This design comes from an exercise in tuning for small area and a short achievable clock period on the open sky130 flow, not from production work. For this run, only the layout was checked, not whether the RTL still works. No activity file was given, so power comes from the tool's default toggle rates.

--- flow/run.sh ---
#!/bin/bash
# synth_recipe.tcl (not shown) runs the flow's synth.tcl, then flattens the netlist and writes it again
# the make line also repeats each setting of config.mk as NAME=value (left out here)
make -C /OpenROAD-flow-scripts/flow DESIGN_CONFIG=/design/flow/config.mk WORK_HOME=/design/flow/orfs CLKGATE_MAP_FILE= SYNTH_SCRIPT=/design/flow/synth_recipe.tcl finish
--- flow/config.mk ---
export PLATFORM = sky130hd
export DESIGN_NAME = Datapath
export DESIGN_NICKNAME = Datapath
export VERILOG_FILES = /design/flow/design.v
export SDC_FILE = /design/flow/constraint.sdc
export NUM_CORES = 4
export LEC_CHECK = 0
export CAP_MARGIN = 20
export CORE_MARGIN = 2
export CORE_UTILIZATION = 25
export PLACE_DENSITY = 0.45
export SETUP_SLACK_MARGIN = 0.5
export SLEW_MARGIN = 20
--- flow/constraint.sdc ---
create_clock -name core_clock -period 16.0 [get_ports {clk}]
set_input_delay 3.2000 -clock core_clock [delete_from_list [all_inputs] [get_ports {clk}]]
set_output_delay 3.2000 -clock core_clock [all_outputs]
set_load 0.01 [all_outputs]
--- flow/design.v ---
`timescale 1ns / 1ps
module cla_4bit_aug(
input [3:0]a,
input [3:0]b,
input cin,
output [3:0] sum,
output P,G);
wire [2:0]c;
wire [3:0]p,g;
assign p=a^b; 
assign g=a&b;  
assign c[0]= g[0]|(p[0]&cin);
assign c[1]= g[1] | (p[1]&g[0]) | p[1]&p[0]&cin;
assign c[2]= g[2] | (p[2]&g[1]) | p[2]&p[1]&g[0] | p[2]&p[1]&p[0]&cin;
assign P=p[0]&p[1]&p[2]&p[3];
assign G=g[3] | (p[3]&g[2]) | p[3]&p[2]&g[1] | p[3]&p[2]&p[1]&g[0];
xor x5(sum[0],p[0],cin),           
		 x6(sum[1],p[1],c[0]),
		 x7(sum[2],p[2],c[1]),
		 x8(sum[3],p[3],c[2]);
endmodule
`timescale 1ns / 1ps
module LCU(
input [3:0]p,
input [3:0]g,
input cin,
output [3:0]c
    );
assign c[0]= g[0]|(p[0]&cin);
assign c[1]= g[1] | (p[1]&g[0]) | p[1]&p[0]&cin;
assign c[2]= g[2] | (p[2]&g[1]) | p[2]&p[1]&g[0] | p[2]&p[1]&p[0]&cin;
assign c[3]=g[3] | (p[3]&g[2]) | p[3]&p[2]&g[1] | p[3]&p[2]&p[1]&g[0] | p[3]&p[2]&p[1]&p[0]&cin;
endmodule
`timescale 1ns / 1ps
module cla_16_bit(
    input [15:0] a,
    input [15:0] b,
    input cin,
    output [15:0] sum,
    output cout
    );
	wire [3:0]P,G;                            
	wire [3:0]c;
	LCU l1(P,G,cin,c);
	cla_4bit_aug c0(a[3:0],b[3:0],cin,sum[3:0],P[0],G[0]),
	 c1(a[7:4],b[7:4],c[0],sum[7:4],P[1],G[1]),
	 c2(a[11:8],b[11:8],c[1],sum[11:8],P[2],G[2]),
	 c3(a[15:12],b[15:12],c[2],sum[15:12],P[3],G[3]);
	assign cout=c[3];
endmodule
`timescale 1ns / 1ps
module cla_32_bit(
	 input [31:0] a,
    input [31:0] b,
    input cin,
    output [31:0] sum,
    output cout
    );
	wire carry1;
	cla_16_bit c1(a[15:0],b[15:0],cin,sum[15:0],carry1),
	c2(a[31:16],b[31:16],carry1,sum[31:16],cout);
endmodule
module ALU(
		input signed[31:0]reg1,
		input signed[31:0]reg2,
		input [2:0]x,
		input branch,
		input rst,
		input clk,
		output reg [1:0]sign,
		output reg cout,
		output reg [31:0]result
    );
	 wire [31:0]sum;
	 wire carry;
	 cla_32_bit add(reg1,reg2,1'b0,sum,carry);
	 always@(posedge rst or posedge clk)
		 begin
			if(rst) begin cout<=0;
			end
			else begin
				if(((~x[1])&(~x[0])&(~branch))) 
					begin 
					cout <=carry;
					end
			end
		 end
	 always@* begin
	 	if(~x[2]) begin
			if((~x[1])&(~x[0]))begin
				if(~branch) 
				begin
					result = sum;
				end else result=reg2;
				sign[1]=(reg1==0);
				sign[0]=(reg1[31]==1);
			end else if((~x[1])&(x[0]))
			begin
				result = ~reg2+1;
				sign[1]=(reg1==0);
				sign[0]=(reg1[31]==1);
			end else if((x[1])&(~x[0]))
			begin
				result = reg1&reg2;
				sign[1]=(reg1==0);
				sign[0]=(reg1[31]==1);
			end else
			begin
				 result=reg1^reg2;
				sign[1]=(reg1==0);
				sign[0]=(reg1[31]==1);
			end 
		end else begin 
			if((~x[1])&(x[0])) begin
				result = (reg1<<reg2);
				sign[1]=(reg1==0);
				sign[0]=(reg1[31]==1);
			end else if((x[1])&(x[0])) begin
				result = (reg1>>reg2);
				sign[1]=(reg1==0);
				sign[0]=(reg1[31]==1);
			end else begin
				result = (reg1>>>reg2);
				sign[1]=(reg1==0);
				sign[0]=(reg1[31]==1);
			end
		end
	end
endmodule
`timescale 1ns / 1ps
module alucontrol(
		input [3:0]funcode,
		input [3:0] aluop,
		output reg [5:0]control
    );
	 	 always@(*)
	 begin
		case(aluop)
				4'b0000:
				begin
						if(funcode==4'b0000) begin
								control=6'b000000;
						end else if (funcode==4'b0001)begin
								control=6'b001000;
						end else if(funcode==4'b0010) begin
								control=6'b010000;
						end else if(funcode==4'b0011) begin
								control=6'b011000;
						end else if(funcode==4'b0100) begin
									control=6'b101000;
						end else if(funcode==4'b0101) begin
									control=6'b111000;
						end else begin
									control=6'b110000;
							end
				end
				4'b0001:
				begin
						if(funcode==4'b0000) begin
								control=6'b000000;
						end else if (funcode==4'b0001) begin
								control=6'b001000;
						end else if (funcode==4'b0010) begin
								control=6'b101000;
						end else if (funcode==4'b0011) begin
								control=6'b111000;
						end else begin
									control=6'b110000;
							end
				end
				4'b0100:
				begin
						if(funcode==4'b0000) begin
								control=6'b000110;
						end else if(funcode==4'b0001) begin
								control=6'b000110;
						end else if(funcode==4'b0011) begin
								control=6'b000010;
						end else begin
								control=6'b000001;
							end
				end
				4'b0101:
				begin
						control=6'b000110;
				end
				4'b0110:
				begin
						if(funcode==4'b0000) begin
								control=6'b000011;
						end else if(funcode==4'b0001) begin
								control=6'b000100;
						end else if(funcode==4'b0010)	begin
								control=6'b000101;
						end else begin
								control=6'b000000;
							end
				end
				default:control=6'b000000;
			endcase
	 end
	endmodule
`timescale 1ns / 1ps
module branchlogic(
	input	[2:0]x,
	input carry,
	input [1:0]sign,
	output reg branch
    );
	 always @*
	 begin
			if(x==3'b110)
	 		begin
	 		branch=1;
			end else if(x==3'b001 &carry==1)
			begin
			branch=1;
			end else if(x==3'b010 &carry==0)
			begin
			branch=1;
			end else if(x==3'b011 &sign==2'b01)
			begin
			branch=1;
			end else if(x==3'b100 &sign==2'b10)
			begin
			branch=1;
			end else if(x==3'b101 & ~(sign==2'b10))
			begin
			branch=1;
			end else 
			begin
			branch=0;
			end
	 end
endmodule
`timescale 1ns / 1ps
module control(
	 input [3:0] opcode,
    output reg RegWrite, 
    output reg MemRead, 
    output reg MemWrite,
    output reg MemtoReg,  
	 output reg regbranch,
	 output reg AluSrc,
    output reg RegDst
    );
	 always@(*)
		begin
			MemWrite=((~opcode[2])&opcode[1]&opcode[0]);
			MemRead = (~opcode[2]) & (opcode[1]) & (~opcode[0])&(~opcode[3]);
			RegWrite = (~opcode[2]) & (~opcode[1] | (~opcode[0]));
			MemtoReg = (~opcode[2]) & (opcode[1]) & (~opcode[0]);
			RegDst = (~opcode[0])&opcode[1]&(~opcode[2]);
			regbranch = opcode[2];
			AluSrc = (opcode[2] | opcode[1] | opcode[0]);
		end
endmodule
`timescale 1ns / 1ps
module datamemory(
		input  memread,
		input  memwrite,
		input  clk,
		input  rst,
		input	 [31:0]writedata,
		input	 [31:0]address,
		output [31:0]readdata
    );
	integer i;
	reg[31:0]memreg[0:63];
assign readdata=memread?memreg[address[5:0]]:32'b0;	
always @(posedge clk or posedge rst) 
	begin
		if(rst)
		begin
			for(i=0;i<64;i=i+1)
				begin
					memreg[i]<=0;
				end
		end else begin 
			if(memwrite)
			begin
				memreg[address[5:0]]<=writedata;
			end
		end
	end
endmodule
`timescale 1ns / 1ps
module instructiondec(
		input [31:0]instr,
		output reg [3:0]opcode,
		output reg [4:0]reg1,
		output reg [4:0]reg2,
		output reg [15:0]imm,
		output reg [3:0]funcode
    );
	 wire [3:0]opc;
	 assign opc=instr[31:28];
	 always @*
	 begin
		if(opc==0000)
		begin
			reg1=instr[27:23];
			reg2=instr[22:18];
			 opcode=instr[31:28];
			funcode=instr[17:14];
			imm=0;
		end else if(opc==4'b0001)
		begin
			reg1=instr[27:23];
			reg2=0;
			 opcode=instr[31:28];
			imm=instr[22:7];
			funcode=instr[6:3];
		end else if(opc==4'b0010)
		begin
			reg2=instr[27:23];
			reg1=instr[22:18];
			imm=instr[17:2];
			 opcode=instr[31:28];
			funcode=0;
		end else if(opc==4'b0011)
		begin
			reg2=instr[27:23];
			reg1=instr[22:18];		
			imm=instr[17:2];
			 opcode=instr[31:28];
			funcode=0;
		end else if(opc==4'b0100)
		begin
			imm=instr[27:12];
			reg1=0;
			reg2=0;
			 opcode=instr[31:28];
			funcode=instr[11:8];
		end else if(opc==4'b0101)
		begin
			reg1=instr[27:23];
			imm=0;
			reg2=0;
			 opcode=instr[31:28];
			funcode=0;
		end else if(opc==4'b0110)
		begin
			reg1=instr[27:23];
			reg2=0;
			imm=instr[22:7];
			 opcode=instr[31:28];
			funcode=instr[6:3];
		end
		else 
		begin
			reg1=0;
			imm=0;
			reg2=0;
			funcode=0;
			 opcode=instr[31:28];
		end
	end
endmodule
`timescale 1ns / 1ps
module linker(
	input [3:0]opcode,
	input [3:0]funcode,
	output flag
    );
 assign flag=(opcode==4'b0100 & (funcode==0001));
endmodule
`timescale 1ns / 1ps
module mux_2_1_32bit(
	input switch,
	input [31:0]A, 
	input [31:0]B,
	output [31:0]out
    );
assign out=switch?B:A;
endmodule
`timescale 1ns / 1ps
module mux_2_1_5bit(
	input regdst,
	input [4:0]addreg1, 
	input [4:0]addreg2,
	output [4:0]writeaddress
    );
assign writeaddress=regdst?addreg2:addreg1;
endmodule
`timescale 1ns / 1ps
module program_counter(
    input clk,
    input rst,
    input Branch,
    input [31:0] L,
    output reg [31:0] pc
    );
	always @(posedge clk or posedge rst) 
	begin
		if(rst) begin
			pc<=32'd0;
		end
		else begin
			if(Branch)
				pc<=L; 
			else
				pc<=pc+4'b0100; 
		end
	end
endmodule
`timescale 1ns / 1ps
module reg_file(
  input clk,
  input write,
  input rst,
  input [4:0]writeaddress,
  input [4:0]addreg1,
  input [4:0]addreg2,
  input [31:0]dinreg,
  output [31:0]doutreg1,
  output [31:0]doutreg2
);
reg signed [31:0]register[31:0];
integer i;
	assign doutreg1=rst?32'b0:register[addreg1];
	assign doutreg2=rst?32'b0:register[addreg2];
	always @(posedge clk or posedge rst) 
	begin
		if(rst)
		begin
			for(i=0;i<32;i=i+1)
				begin
					register[i]<=0;
				end
		end else begin 
			if(write)
			begin
			register[writeaddress]<=dinreg;
			end 
		end
	end
endmodule
`timescale 1ns / 1ps
module sign16extn(
	input [15:0] imm,
	output [31:0]eimm
    );
assign eimm={{16{imm[15]}},imm};
endmodule
`timescale 1ns / 1ps
module Datapath(
	input clk,
	input rst,
	input [31:0]instr_in,
	output [31:0]pc_out,
	output MemRead,
	output MemWrite,
	output MemtoReg,
	output [3:0]opcode,
	output regwrite,
	output branchfinal,
	output [4:0]reg1,
	output [4:0]reg2,
	output [3:0]funcode,
	output [31:0]instru,
	output [31:0]doutreg1,
	output [31:0]doutreg2,
	output [31:0]result
    );
	 wire [1:0]sign;
	 wire cout;
	 wire [31:0]dinreg;
	 wire branch;
	 wire [5:0] control;
	 wire [31:0]pc;
	 wire [2:0]AluOp;
	 wire RegDst;
	 wire flag;
	 wire [4:0]finalwriteaddress;
	 wire [31:0]out;
	 wire [31:0]extimm;
	 wire [15:0]imm;
	 wire finalregwrite;
	 wire [31:0]readdata;
	 wire [31:0]writedata;
	 wire [4:0]writeaddress;
	program_counter p1(.clk(clk),.rst(rst),.Branch(branchfinal),.L(dinreg),.pc(pc));
	assign instru=instr_in;
	assign pc_out=pc;
	instructiondec dec1(instru,opcode,reg1,reg2,imm,funcode);
	mux_2_1_32bit m4(flag,dinreg,pc+4,writedata);
	mux_2_1_5bit m5(flag,writeaddress,5'b11111,finalwriteaddress);
	linker l1(opcode,funcode,flag);
	sign16extn ext1(imm,extimm);
	or(finalregwrite,regwrite,flag);
	control c1(opcode, regwrite, MemRead,  MemWrite,MemtoReg,branch,AluSrc, RegDst);
	alucontrol aluc1(funcode,opcode,control);
	mux_2_1_5bit m1(RegDst,reg1,reg2,writeaddress);
	mux_2_1_32bit m2(	AluSrc,doutreg2,extimm,out);
	mux_2_1_32bit m3(MemtoReg,result,readdata,dinreg);
	reg_file r1(clk,finalregwrite,rst,finalwriteaddress,reg1,reg2,writedata,doutreg1,doutreg2);
	ALU alu1(doutreg1,out,control[5:3],branch,rst,clk,sign,cout,result);
	branchlogic bl1(control[2:0],cout,sign,branchfinal);
	datamemory dm1(MemRead,MemWrite,clk,rst,doutreg2,result,readdata);
endmodule
==> notes.md <==
## layout make-up
| cell class | count | area [µm²] | share of cell area [%] |
|---|---|---|---|
| flip-flops and latches | 3105 | 77700 | 41.0 |
| multi-input cells | 11800 | 68400 | 36.1 |
| repair buffers | 2121 | 19700 | 10.4 |
| clock buffers | 536 | 10800 | 5.68 |
| well taps | 8064 | 10100 | 5.32 |
| clock inverters | 123 | 1680 | 0.887 |
| inverters | 257 | 1020 | 0.537 |
| diodes | 94 | 235 | 0.124 |
## worst min-delay path by stage
stage                                                end  slack [ns]
after floorplan           dm1.memreg[51][13]$_DFFE_PP0P_        0.44
after detailed placement  dm1.memreg[31][13]$_DFFE_PP0P_        0.46
after global placement    dm1.memreg[26][12]$_DFFE_PP0P_        0.45
after CTS                 dm1.memreg[30][14]$_DFFE_PP0P_        0.47
final                       dm1.memreg[8][0]$_DFFE_PP0P_        0.47
after global routing        dm1.memreg[1][5]$_DFFE_PP0P_        0.49
## per-stage QoR
step | utilization, % | cell area (µm²) | std cells | power (mW)
after detailed placement | 29.1 | 177000 | 25400 | 14.0
after global routing | 31.3 | 189000 | 26100 | 23.5
after CTS | 31.2 | 189000 | 26000 | 22.9
after floorplan | - | 152000 | 16900 | 10.7
final | 31.3 | 190000 | 26100 | 23.1
after global placement | 29.1 | 176000 | 25400 | 14.0
## timing repair
action                     4_1_cts  5_1_grt
pin swaps                       11        0
gates resized for setup         45        8
setup buffers                   11        0
setup endpoints to repair       13        5
## metal layers
| layer | global-route usage [%] | part of all wire (%) | wire length [µm] | vias to the layer above |
|---|---|---|---|---|
| met4 | 25.6 | 8.7 | 101000 | 60 |
| met5 | 0 | 0.034 | 400 | - |
| li1 | - | - | - | 62600 |
| met3 | 9.52 | 9.2 | 107000 | 2985 |
| met2 | 54.2 | 42 | 489000 | 9690 |
| met1 | 47.2 | 40 | 469000 | 79300 |
## tightest hold or removal path: stages, from the launching register on
cell and delay (ns):
dfrtp_1 0.33, nand2_1 0.04, o21ai_0 0.06
## cells by family after synthesis
group                      Yosys count  synth area share, %
DFF                               3105                 51.2
AOI/OAI and AO/OA                 5434                 22.3
and+or+nand+nor                   6008                 18.2
xor gates and xnor gates            75                0.433
adders and majority gates           42                0.386
buffers and inverters             1962                 5.49
muxes                              281                 2.00
## registers in the layout (all words and copies together), names as in the netlist
name,count
dm1.memreg,2048
p1.pc,32
alu1.cout,1
r1.register,1024
## report_power, final
part           leakage (nW)  switching (mW)  total, mW  internal [mW]
registers              42.9            1.06       9.54           8.47
logic                  33.1            3.41       4.66           1.25
clock network          6.13            3.80       8.89           5.10
total                  82.1            8.27       23.1           14.8
## cells in the final DEF, fill, tap and decap left out, types with 259 or more instances in the layout
master,Yosys,routed
buf_4,74,1644
nand3_1,684,667
a22oi_1,784,781
nor2_1,296,279
buf_12,0,259
dfrtp_1,3105,3105
o21ai_1,261,260
nand2_1,3505,3407
a21oi_1,274,259
nand4_1,540,540
o21ai_0,2878,2872
clkbuf_16,0,370
and3_1,340,325
==> summary.md <==
| Metric | Value |
|---|---|
| Critical R2R Capture | `r1.register[26][19]$_DFFE_PP0P_` |
| Hold WS | `0.471 ns` |
| Drt initial violations | `21900` |
| Most used DFF post-synth | `dfrtp_1` |
| Final setup viols | `0` |
| Final Slew Violations | `0` |
| Cts bufs inserted | `366` |
| Core Footprint | `606000 µm²` |
| Grt ovf | `0` |
| First-pass GRT wire length | `1510000 µm` |
| Synthesized area | `152000 µm²` |
| Clk slew on worst S/H paths | `0.06 ns` |
| Final Hold Violating Endpoints | `0` |
| Worst Skew | `0.0809 ns` |
| FF+latch count, synth | `3105` |
| DP Worst Slack | `-0.659 ns` |
| Top-area cell type share of the netlist area | `51.2%` |
| RSZ-0062 raised after global routing | `false` |
| CP arrival | `12.30 ns` |
| Detailed Routing Iterations Pass 1 | `7` |
| IO Pins | `217` |
| HP Class | `flop to flop` |
| Worst Setup SP | `instr_in[24]` |
| Maximum clock frequency | `0.0645 GHz` |
| LEAKAGE | `82.1 nW` |
| Normalized max-slew margin | `10.7%` |
| Setup crit end | `result[22]` |
| Crit path buffers/inverters | `9` |
| Top cells by instance count after synthesis | `nand2_1, dfrtp_1, o21ai_0` |
| Layout area overhead | `24.9%` |
| CP max FO | `22` |
| Post-synth EDFFs | `0` |
| Max Root-Sink Buffers | `4` |
| Area contributors post-synth | `dfrtp_1, o21ai_0, nand2_1` |
| Reg2Reg Depth | `33` |
| Vias | `155000` |
| Period minus WS final | `15.50 ns` |
| Max-cap violation count | `0` |
| Peak supply drop | `0.0915 mV` |
| Synth warnings | `11` |
| Synth unique cells | `129` |
| Worst path most repeated cell | `buf_4` |
| Final ANT Viol Nets | `0` |
| Startpoint types | `input pin` |
| Synthesized Nets | `17000` |
| Via density | `5.92` |
| Slew @ Worst Pin | `1.33 ns` |
| Detailed placer's ending HPWL | `859000 µm` |
| Final Wtd Congestion | `1.09` |
| Fraction of layout cells with a size suffix above 1 | `17.7%` |
| Asr flop ratio synth | `100%` |
| Row count | `286` |
| Mean post-synth cell area | `8.98 µm²` |
| CTS Hold Buffers Added | `0` |
| Die width | `783 µm` |
| Routed length per instance | `44.6 µm` |
| Critical setup path kind | `input pin to primary output` |
| Worst Hold Depth | `2` |
| Flop2flop setup slack | `5.39 ns` |
| Htree depth | `5` |
| Gate Count Post-Synth | `16900` |
| Sequential area share after synthesis | `51.2%` |
| Vias in the first global route | `143000` |
| IO buf count | `212` |
| CTS Sinks | `3105` |
| Setup ws final | `0.499 ns` |
| Final period utilization | `96.9%` |
| Area of the die | `613000 µm²` |
| Routed WL | `1170000 µm` |
| Leading area contributor after synthesis | `dfrtp_1` |
| Min-delay src | `dm1.memreg[8][0]$_DFFE_PP0P_` |
| Status | `finished clean` |
| Chip height | `783 µm` |
| Count leader, synth | `nand2_1` |
| Path length in cells of the critical path | `27` |
| Critical Path Sink Type | `primary output` |
| FF-to-FF Start | `r1.register[5][23]$_DFFE_PP0P_` |
| GRT Total Usage | `36.9%` |
| Largest net degree at the start of global routing | `160` |
| WP data required | `12.80 ns` |
| CTS tree | `done` |
| DRC | `0` |
| Starting Density | `25.1%` |
| CP top delay family | `compound AO/OA/AOI/OAI gates` |
| CTS root buffer | `clkbuf_16` |
| Power Density | `122 nW/µm²` |
| Setup TNS | `0 ns` |
| Fillers | `63900` |
| Initial antenna violation count | `173` |
| Max incr delay on CP | `1.00 ns` |
| Worst-Skew Late Latency | `1.08 ns` |
| Final #Nets | `17800` |
| Critical path's slowest cell | `a2111oi_1` |

separate check: timing with driven ports:
How much do the figures lean on ideal ports? The routed layout below was timed once more, with nothing changed but the port constraints.
Step 1: set_driving_cell puts a clkbuf_16 on clk and a buf_2 on each other input, an assumption about the parent block.
Step 2 adds t to the input delays and takes it off the output delays; t is the mean of the earliest and latest rising clock arrival at the registers after step 1. Input paths then give back, and output paths get back, about the clock's delay inside the block.
Slacks: no drivers / after step 1 / after step 2; pairs: no drivers / after step 1.
t (ns): 1.184
setup WS [ns]: 0.499 / 0.473 / 0.473
hold WS [ns]: 0.471 / 0.471 / 0.471
worst setup path at the end: input to output
latest minus earliest clock arrival (ns): 0.083 / 0.083
After both steps setup and hold are still met in this run. For this run, drivers alone change the setup slack by -0.026 ns; drivers and shift together by -0.026 ns.
